Context: an optimization exercise on an open-source flow, tuned for small area, a short achievable clock period and few clock cycles. The choices shown serve that exercise and are no tape-out recipe.
Only simulation tests tie the RTL to the original design; equivalence was not proved.
No activity file was given, so power comes from the tool's default toggle rates.

Setup of rev 12:
==> module muldiv, before the edit <==
module muldiv(i_clk, i_arst_n, i_start, i_div, i_sgn, i_a, i_b, i_sum, i_wrhi, i_wrlo,
              i_hisel, o_busy, o_dout);
  input         i_clk, i_arst_n;
  input         i_start, i_div, i_sgn;
  input  [31:0] i_a, i_b;
  input  [31:0] i_sum;                   
  input         i_wrhi, i_wrlo;
  input         i_hisel;
  output        o_busy;
  output [31:0] o_dout;
  reg         bsy, nega, fix, hs, inv;
  reg  [5:0]  cnt;
  reg         isdiv, lead;
  reg  [31:0] hi, lo, bm;
  reg         f_sa, f_sb, f_d;
  assign o_busy = bsy;
  wire        lo_zero = lo == 32'd0;
  wire        rhi     = i_hisel & ~nega;
  wire        rneg    = nega | (rhi ? (f_d ? f_sa : f_sa ^ f_sb) : (f_sa ^ f_sb));
  wire        rcin    = nega | rneg & (~rhi | f_d | lo_zero);
  wire [31:0] rx      = (rhi ? hi : lo) ^ {32{rneg}};
  pf_inc #(32) u_rd(.a(rx), .ci(rcin), .s(o_dout));
  wire [33:0] x = fix ? {hs, hs, hi} : isdiv ? {hs, hi, lo[31]} : {2'b00, hi};
  wire [33:0] y = isdiv ? {{2{f_sb}}, bm} ^ {34{inv}} : (lo[0] ? {2'b00, bm} : 34'd0);
  wire        c = isdiv & inv;
  wire [33:0] s;
  ks_add #(34) u_add(.a(x), .b(y), .ci(c), .s(s), .co());
  wire        q = ~s[32];                                 
  wire can8  = cnt[5:3] != 3'd0;
  wire can4  = cnt[5:2] != 4'd0;
  wire sk8   = can8 & (isdiv ? lead & (lo[31:24] == 8'd0) : (lo[7:0] == 8'd0));
  wire sk4   = can4 & isdiv & lead & (lo[31:28] == 4'd0);
  wire sk3   = isdiv & lead & ((bm[31:3] ^ {29{f_sb}}) != 29'd0);
  wire run   = bsy & ~nega & ~fix;
  wire step  = run & ~sk8 & ~sk4 & ~sk3;
  wire [31:0] hi_step = isdiv ? s[31:0] : s[32:1];
  wire [31:0] lo_step = isdiv ? {lo[30:0], q} : {s[0], lo[31:1]};
  wire        sa0 = i_sgn & i_a[31];
  wire        sb0 = i_sgn & i_b[31];
  wire [31:0] hi0 = (sa0 & sb0) ? ~i_sum : sa0 ? i_b : sb0 ? i_a : 32'd0;
  reg  [31:0] hi_o, lo_o;
  always @* begin
    hi_o = hi;
    lo_o = lo;
    if (i_start) begin
      hi_o = i_div ? 32'd0 : hi0;
      lo_o = i_div ? i_a : i_a ^ {32{sa0}};
    end else if (nega) begin
      lo_o = o_dout;
    end else if (fix) begin
      hi_o = s[31:0];
    end else if (bsy) begin
      if (sk8) begin
        if (isdiv) lo_o = {lo[23:0], 8'd0};
        else begin
          hi_o = {8'd0, hi[31:8]};
          lo_o = {hi[7:0], lo[31:8]};
        end
      end else if (sk4) begin
        lo_o = {lo[27:0], 4'd0};
      end else begin
        hi_o = {29'd0, lo[31:29]};
        lo_o = {lo[28:0], 3'd0};
      end
    end else begin
      if (i_wrhi) hi_o = i_a;
      if (i_wrlo) lo_o = i_a;
    end
  end
  wire do_step = step & ~i_start;
  always @(posedge i_clk)
    if (i_start) bm <= i_div ? i_b : i_b ^ {32{sb0}};
  always @(posedge i_clk, negedge i_arst_n) begin
    if (!i_arst_n) begin
      bsy <= 1'b0;
      nega <= 1'b0;
      fix <= 1'b0;
      hs <= 1'b0;
      inv <= 1'b0;
      cnt <= 6'd0;
      isdiv <= 1'b0;
      lead <= 1'b0;
      hi <= 32'd0;
      lo <= 32'd0;
      f_sa <= 1'b0;
      f_sb <= 1'b0;
      f_d <= 1'b0;
    end else begin
      hi <= do_step ? hi_step : hi_o;
      lo <= do_step ? lo_step : lo_o;
      if (i_start) begin
        bsy <= 1'b1;
        nega <= i_div & sa0;
        hs <= 1'b0;
        inv <= ~sb0;                          
        cnt <= 6'd32;
        isdiv <= i_div;
        lead <= i_div;
        f_sa <= sa0;
        f_sb <= sb0;
        f_d <= i_div;
      end else if (nega) begin
        nega <= 1'b0;
      end else if (fix) begin
        fix <= 1'b0;
        bsy <= 1'b0;
        hs <= 1'b0;
      end else if (bsy) begin
        if (sk8) begin
          cnt <= cnt - 6'd8;
          bsy <= cnt != 6'd8;
        end else if (sk4) begin
          cnt <= cnt - 6'd4;
          bsy <= cnt != 6'd4;
        end else if (sk3) begin
          lead <= 1'b0;
          cnt <= cnt - 6'd3;
        end else begin
          lead <= 1'b0;
          cnt <= cnt - 6'd1;
          if (isdiv) begin
            hs <= s[32];
            inv <= s[32] ? f_sb : ~f_sb;        
          end
          if (cnt == 6'd1) begin
            bsy <= isdiv & s[32];               
            fix <= isdiv & s[32];
            inv <= f_sb;                        
          end
        end
      end
    end
  end
endmodule
clock: 9.0 ns
lec_check: 0
cap_margin: 5
core_margin: 2
core_utilization: 45
cts_cluster_diameter: 100
cts_cluster_size: 20
setup_slack_margin: 5
slew_margin: 5
run.sh (not shown) runs the stock make flow with config.mk's settings and CLKGATE_MAP_FILE= SYNTH_SCRIPT=/design/flow/synth_recipe.tcl, a recipe that flattens the netlist after the stock synthesis.
Testbench counts of rev 12, summed over its fixed seeds: cycles 23,739.
Input changes introduced in rev 13 (baseline for comparison: rev 12):
--- a/flow/design.v
+++ b/flow/design.v
@@ -32,11 +32,14 @@
   wire sk8   = can8 & (isdiv ? lead & (lo[31:24] == 8'd0) : (lo[7:0] == 8'd0));
   wire sk4   = can4 & isdiv & lead & (lo[31:28] == 4'd0);
   wire sk3   = isdiv & lead & ((bm[31:3] ^ {29{f_sb}}) != 29'd0);
+  wire [1:0] z3 = ~can8 ? 2'd0 : lo[31] ? 2'd0 : lo[30] ? 2'd1 : lo[29] ? 2'd2 : 2'd3;
   wire run   = bsy & ~nega & ~fix;
   wire step  = run & ~sk8 & ~sk4 & ~sk3;
   wire [31:0] hi_step = isdiv ? s[31:0] : s[32:1];
   wire [31:0] lo_step = isdiv ? {lo[30:0], q} : {s[0], lo[31:1]};
   wire        sa0 = i_sgn & i_a[31];
+  wire        st8 = i_div & ~sa0 & (i_a[31:24] == 8'd0);
+  wire        st4 = i_div & ~sa0 & (i_a[31:28] == 4'd0);
   wire        sb0 = i_sgn & i_b[31];
   wire [31:0] hi0 = (sa0 & sb0) ? ~i_sum : sa0 ? i_b : sb0 ? i_a : 32'd0;
   reg  [31:0] hi_o, lo_o;
@@ -45,7 +48,7 @@
     lo_o = lo;
     if (i_start) begin
       hi_o = i_div ? 32'd0 : hi0;
-      lo_o = i_div ? i_a : i_a ^ {32{sa0}};
+      lo_o = ~i_div ? i_a ^ {32{sa0}} : st8 ? {i_a[23:0], 8'd0} : st4 ? {i_a[27:0], 4'd0} : i_a;
     end else if (nega) begin
       lo_o = o_dout;
     end else if (fix) begin
@@ -60,8 +63,12 @@
       end else if (sk4) begin
         lo_o = {lo[27:0], 4'd0};
       end else begin
-        hi_o = {29'd0, lo[31:29]};
-        lo_o = {lo[28:0], 3'd0};
+        case (z3)
+          2'd0: begin hi_o = {29'd0, lo[31:29]}; lo_o = {lo[28:0], 3'd0}; end
+          2'd1: begin hi_o = {28'd0, lo[31:28]}; lo_o = {lo[27:0], 4'd0}; end
+          2'd2: begin hi_o = {27'd0, lo[31:27]}; lo_o = {lo[26:0], 5'd0}; end
+          default: begin hi_o = {26'd0, lo[31:26]}; lo_o = {lo[25:0], 6'd0}; end
+        endcase
       end
     end else begin
       if (i_wrhi) hi_o = i_a;
@@ -94,7 +101,7 @@
         nega <= i_div & sa0;
         hs <= 1'b0;
         inv <= ~sb0;                          
-        cnt <= 6'd32;
+        cnt <= st8 ? 6'd24 : st4 ? 6'd28 : 6'd32;
         isdiv <= i_div;
         lead <= i_div;
         f_sa <= sa0;
@@ -115,7 +122,7 @@
           bsy <= cnt != 6'd4;
         end else if (sk3) begin
           lead <= 1'b0;
-          cnt <= cnt - 6'd3;
+          cnt <= cnt - 6'd3 - {4'd0, z3};
         end else begin
           lead <= 1'b0;
           cnt <= cnt - 6'd1;
[summary]
Area of the die: rev 13 vs rev 12 up 1.8%
Total power: lower on rev 12
Critical path depth: lower on rev 12
Summary of rev 13 over rev 12: total power divided by cell area decreased by about 0.44% relative to the old numbers, violation count after the first detailed-route iteration went up by 0.92%, placeable core region picked up an extra 1.6%, compound-cell area share of the yosys netlist dropped 0.22 points.
Run comparison: rev 12 worst setup path startpoint ex_div; rev 13 worst setup path startpoint mw_mt[2]
From rev 12 to rev 13 the numbers moved as follows: global routing usage summed across all routing layers fell 0.35 points; met3 usage went down by 1.7 points.
Rev 13: share of the core filled with cells in the final layout 0.19 points below rev 12
Testbench counts of rev 13, summed over its fixed seeds: cycles 23,237.

==> separate check: timing with driven ports <==
How much do the figures lean on ideal ports? The routed layouts below were timed once more, with nothing changed but the port constraints.
Step 1 sets driving cells, clkbuf_16 on the clock port and buf_2 on the other inputs (assumed; they add their load-dependent delay and slew).
Step 2 also shifts input and output timing later by t, the mid clock arrival at the registers, as if the neighbouring blocks saw the same clock.
a / b / c = no drivers / after step 1 / after step 2; a / b = the first two.
run	t (ns)	setup WS [ns]	worst setup path after step 2	worst data-port slew with drivers (ns)
rev 12	0.906	4.841 / 4.841 / 4.097	input to register	0.05
rev 13	0.881	4.855 / 4.855 / 4.092	input to register	0.06
After both steps every run listed still meets setup and hold. For rev 13, which loses most, drivers alone change the setup slack by 0.000 ns; drivers and shift together by -0.763 ns.
